From an optimization exercise on the open Yosys and OpenROAD flow, aimed at small area and a short achievable clock period; shortcuts taken in it are not production practice.
Function was checked by simulation only, so behaviour that the tests miss may differ from the original.

// Pipeline_1
module Pipeline_1(
input clk,rst,
input [7:0]a,b,c,d,
output [7:0]out
    );
Size: roughly 1,300 cells after synthesis, about 42 I/O pins, ~8400 um2 of cells after synthesis.
export LEC_CHECK = 0
export ABC_AREA = 1
export CAP_MARGIN = 20
export CORE_MARGIN = 2
export CORE_UTILIZATION = 60
export CTS_BUF_LIST = sky130_fd_sc_hd__clkbuf_8
export CTS_CLUSTER_DIAMETER = 100
export CTS_CLUSTER_SIZE = 40
export SLEW_MARGIN = 20
export SYNTH_HIERARCHICAL = 1
export SYNTH_MINIMUM_KEEP_SIZE = 0
create_clock -name core_clock -period 36.0 [get_ports {clk}]
standard.sh (not shown) runs the stock make flow with config.mk's settings and CLKGATE_MAP_FILE= SYNTH_SCRIPT=/design/flow/synth_recipe.tcl, a recipe that flattens the netlist after the stock synthesis.
==> flow/flow/run.sh <==
#!/bin/bash
# Own flow: the standard layout (standard.sh, unchanged synthesis, floorplan,
# power grid, placement, CTS and routing), except that the port buffers that
# global placement inserts are plain sky130_fd_sc_hd__buf_2 cells instead of the
# default delay-cell buffers. make's full output goes to standard.log here; ORFS
# also keeps each step's own log under orfs/logs/.
set -euo pipefail
export BUFFER_PORTS_ARGS="-buffer_cell sky130_fd_sc_hd__buf_2"
export SETUP_SLACK_MARGIN=25
bash standard.sh > standard.log 2>&1
The starting point finished clean.
Rerun with:
==> flow/flow/run.sh (replaced) <==
#!/bin/bash
# Own flow: the standard layout (standard.sh, unchanged synthesis, floorplan,
# power grid, placement, CTS and routing), except that the port buffers that
# global placement inserts are plain sky130_fd_sc_hd__buf_1 cells instead of the
# default delay-cell buffers. make's full output goes to standard.log here; ORFS
# also keeps each step's own log under orfs/logs/.
set -euo pipefail
export BUFFER_PORTS_ARGS="-buffer_cell sky130_fd_sc_hd__buf_1"
export SETUP_SLACK_MARGIN=25
bash standard.sh > standard.log 2>&1
- CTS_CLUSTER_DIAMETER: 100 -> not set
- CTS_CLUSTER_SIZE: 40 -> not set
After rerunning: Wire length is lower by 1.7%. Fmax barely changes. Via count is higher by about 0.46%.
Rerun with:
==> flow/flow/run.sh (replaced) <==
#!/bin/bash
# Own flow: the standard layout (standard.sh, unchanged synthesis, floorplan,
# power grid, placement, CTS and routing), except that the port buffers that
# global placement inserts are plain sky130_fd_sc_hd__buf_2 cells instead of the
# default delay-cell buffers. make's full output goes to standard.log here; ORFS
# also keeps each step's own log under orfs/logs/.
set -euo pipefail
export BUFFER_PORTS_ARGS="-buffer_cell sky130_fd_sc_hd__buf_2"
export SETUP_SLACK_MARGIN=25
bash standard.sh > standard.log 2>&1
- CTS_BUF_LIST: sky130_fd_sc_hd__clkbuf_8 -> sky130_fd_sc_hd__clkbuf_16
=>
- The new run completed with no timing, DRC or antenna violations
- routed wire length rises by 2.0%
- setup slack improved by 0.056 ns
- cell area rises by 1.2%
- non-clock buffer count does not change
- register-to-register slack is about the same
Rerun with:
==> flow/flow/run.sh (replaced) <==
#!/bin/bash
# Own flow: the standard layout (standard.sh: ORFS synthesis with the standard flow's
# synthesis script, floorplan, power grid, placement, CTS, routing) with three
# settings changed:
#  - ADDER_MAP_FILE is empty, so synthesis does not extract full/half adder
#    cells and ABC maps the (bit-level) arithmetic like any other logic; the
#    registers are the same as in the standard synthesis;
#  - the port buffers that global placement inserts are sky130_fd_sc_hd__buf_2;
#  - timing repair aims for a setup slack of 25.6 ns at the design's 36 ns clock.
# make's full output goes to standard.log here; ORFS keeps each step's own log
# under orfs/logs/.
set -euo pipefail
export ADDER_MAP_FILE=
export BUFFER_PORTS_ARGS="-buffer_cell sky130_fd_sc_hd__buf_2"
export SETUP_SLACK_MARGIN=25.6
bash standard.sh > standard.log 2>&1
- CTS_BUF_LIST: sky130_fd_sc_hd__clkbuf_16 -> sky130_fd_sc_hd__clkbuf_8
What happened: Routed wire length increases by a little under a tenth; synthesized area stays flat; via count increases by roughly a tenth; final cell count increases by a little under a tenth.
Rerun with:
==> flow/run.sh (new file) <==
#!/bin/bash
# synth_recipe.tcl (not shown) runs the flow's synth.tcl, then flattens the netlist and writes it again
# the make line also repeats each setting of config.mk as NAME=value (left out here)
make -C /OpenROAD-flow-scripts/flow DESIGN_CONFIG=/design/flow/config.mk WORK_HOME=/design/flow/orfs CLKGATE_MAP_FILE= SYNTH_SCRIPT=/design/flow/synth_recipe.tcl finish
removed: flow/flow/run.sh
removed: flow/standard.sh
Effect:
- synthesized area is about the same
- wire length decreases by 8.3%

Setup of lane 1:
Pipeline_1 again, from the RTL that the note above started with.
clock: 36.0 ns
lec_check: 0
abc_area: 1
cap_margin: 20
core_margin: 2
core_utilization: 60
cts_buf_list: sky130_fd_sc_hd__clkbuf_8
slew_margin: 20
synth_hierarchical: 1
synth_minimum_keep_size: 0
==> flow/flow/run.sh <==
#!/bin/bash
# Own flow: the standard layout (standard.sh, unchanged synthesis, floorplan,
# power grid, placement, CTS and routing), except that the port buffers that
# global placement inserts are plain sky130_fd_sc_hd__buf_2 cells instead of the
# default delay-cell buffers. make's full output goes to standard.log here; ORFS
# also keeps each step's own log under orfs/logs/.
set -euo pipefail
export BUFFER_PORTS_ARGS="-buffer_cell sky130_fd_sc_hd__buf_2"
export SETUP_SLACK_MARGIN=25
bash standard.sh > standard.log 2>&1
Edits applied to the flow inputs when going from lane 1 to lane 2:
--- a/flow/flow/run.sh
+++ b/flow/flow/run.sh
@@ -9 +9 @@
-export SETUP_SLACK_MARGIN=25
+export SETUP_SLACK_MARGIN=26.5
==> comparison <==
Higher summed area of non-filler cells in the final layout was reported by lane 2, not lane 1. Per the comparison of lane 2 with lane 1, non-filler instance count after layout has increased; part of the cycle the worst path needs has remained practically unchanged; sequential share of layout area has decreased; portion of the layout cell area used by clock cells has decreased.
Changes in lane 3 relative to lane 2:
--- a/flow/flow/run.sh
+++ b/flow/flow/run.sh
@@ -9 +9 @@
-export SETUP_SLACK_MARGIN=26.5
+export SETUP_SLACK_MARGIN=24.5
## What came out
[compare] base=lane 2 new=lane 3: maximum frequency went down; clock slew at the register clock pins of the worst setup and hold paths comparable; area overhead of the layout relative to synthesis decreased 20 points. Of lane 3 and lane 2, the higher utilization of the core after routing belongs to lane 2. Lane 3 ended up with R3_r[4] as its capturing instance or port of the critical path; lane 2 ended up with R3_r[1]. Re share of flip-flops with an asynchronous set or reset: no difference whatsoever between lane 3 and lane 2. Flip-flop and latch share of the layout cell area (higher): lane 3.

[separate check: timing with driven ports]
How much do the figures lean on ideal ports? The routed layouts below were timed once more, with nothing changed but the port constraints.
Step 1, drivers: a clkbuf_16 drives clk and a buf_2 each remaining input, both assumed.
Step 2, shift: input delay + t, output delay - t, t = (earliest + latest rising clock arrival at the registers) / 2. This alone moves slack from input paths to output paths.
a / b / c = no drivers / after step 1 / after step 2; a / b = the first two.
run | shift t [ns] | setup slack, ns | worst setup path at the end | latest minus earliest clock arrival (ns) | worst data-port slew with drivers (ns)
the first run of note 1 | 0.395 | 26.170 / 26.135 / 26.352 | register to register | 0.017 / 0.017 | 0.03
the second run of note 1 | 0.396 | 26.143 / 26.107 / 26.338 | register to register | 0.012 / 0.012 | 0.03
the third run of note 1 | 0.376 | 26.199 / 26.160 / 26.344 | register to register | 0.009 / 0.010 | 0.03
the fourth run of note 1 | 0.401 | 26.176 / 26.139 / 26.470 | input to register | 0.015 / 0.014 | 0.04
the fifth run of note 1 | 0.402 | 25.483 / 25.483 / 25.483 | register to register | 0.015 / 0.016 | 0.05
lane 1 | 0.395 | 26.170 / 26.135 / 26.352 | register to register | 0.017 / 0.017 | 0.03
lane 2 | 0.408 | 26.201 / 26.201 / 26.201 | register to register | 0.025 / 0.025 | 0.03
lane 3 | 0.393 | 26.003 / 26.003 / 26.003 | register to register | 0.016 / 0.016 | 0.03
After both steps setup and hold are still met in every run listed.
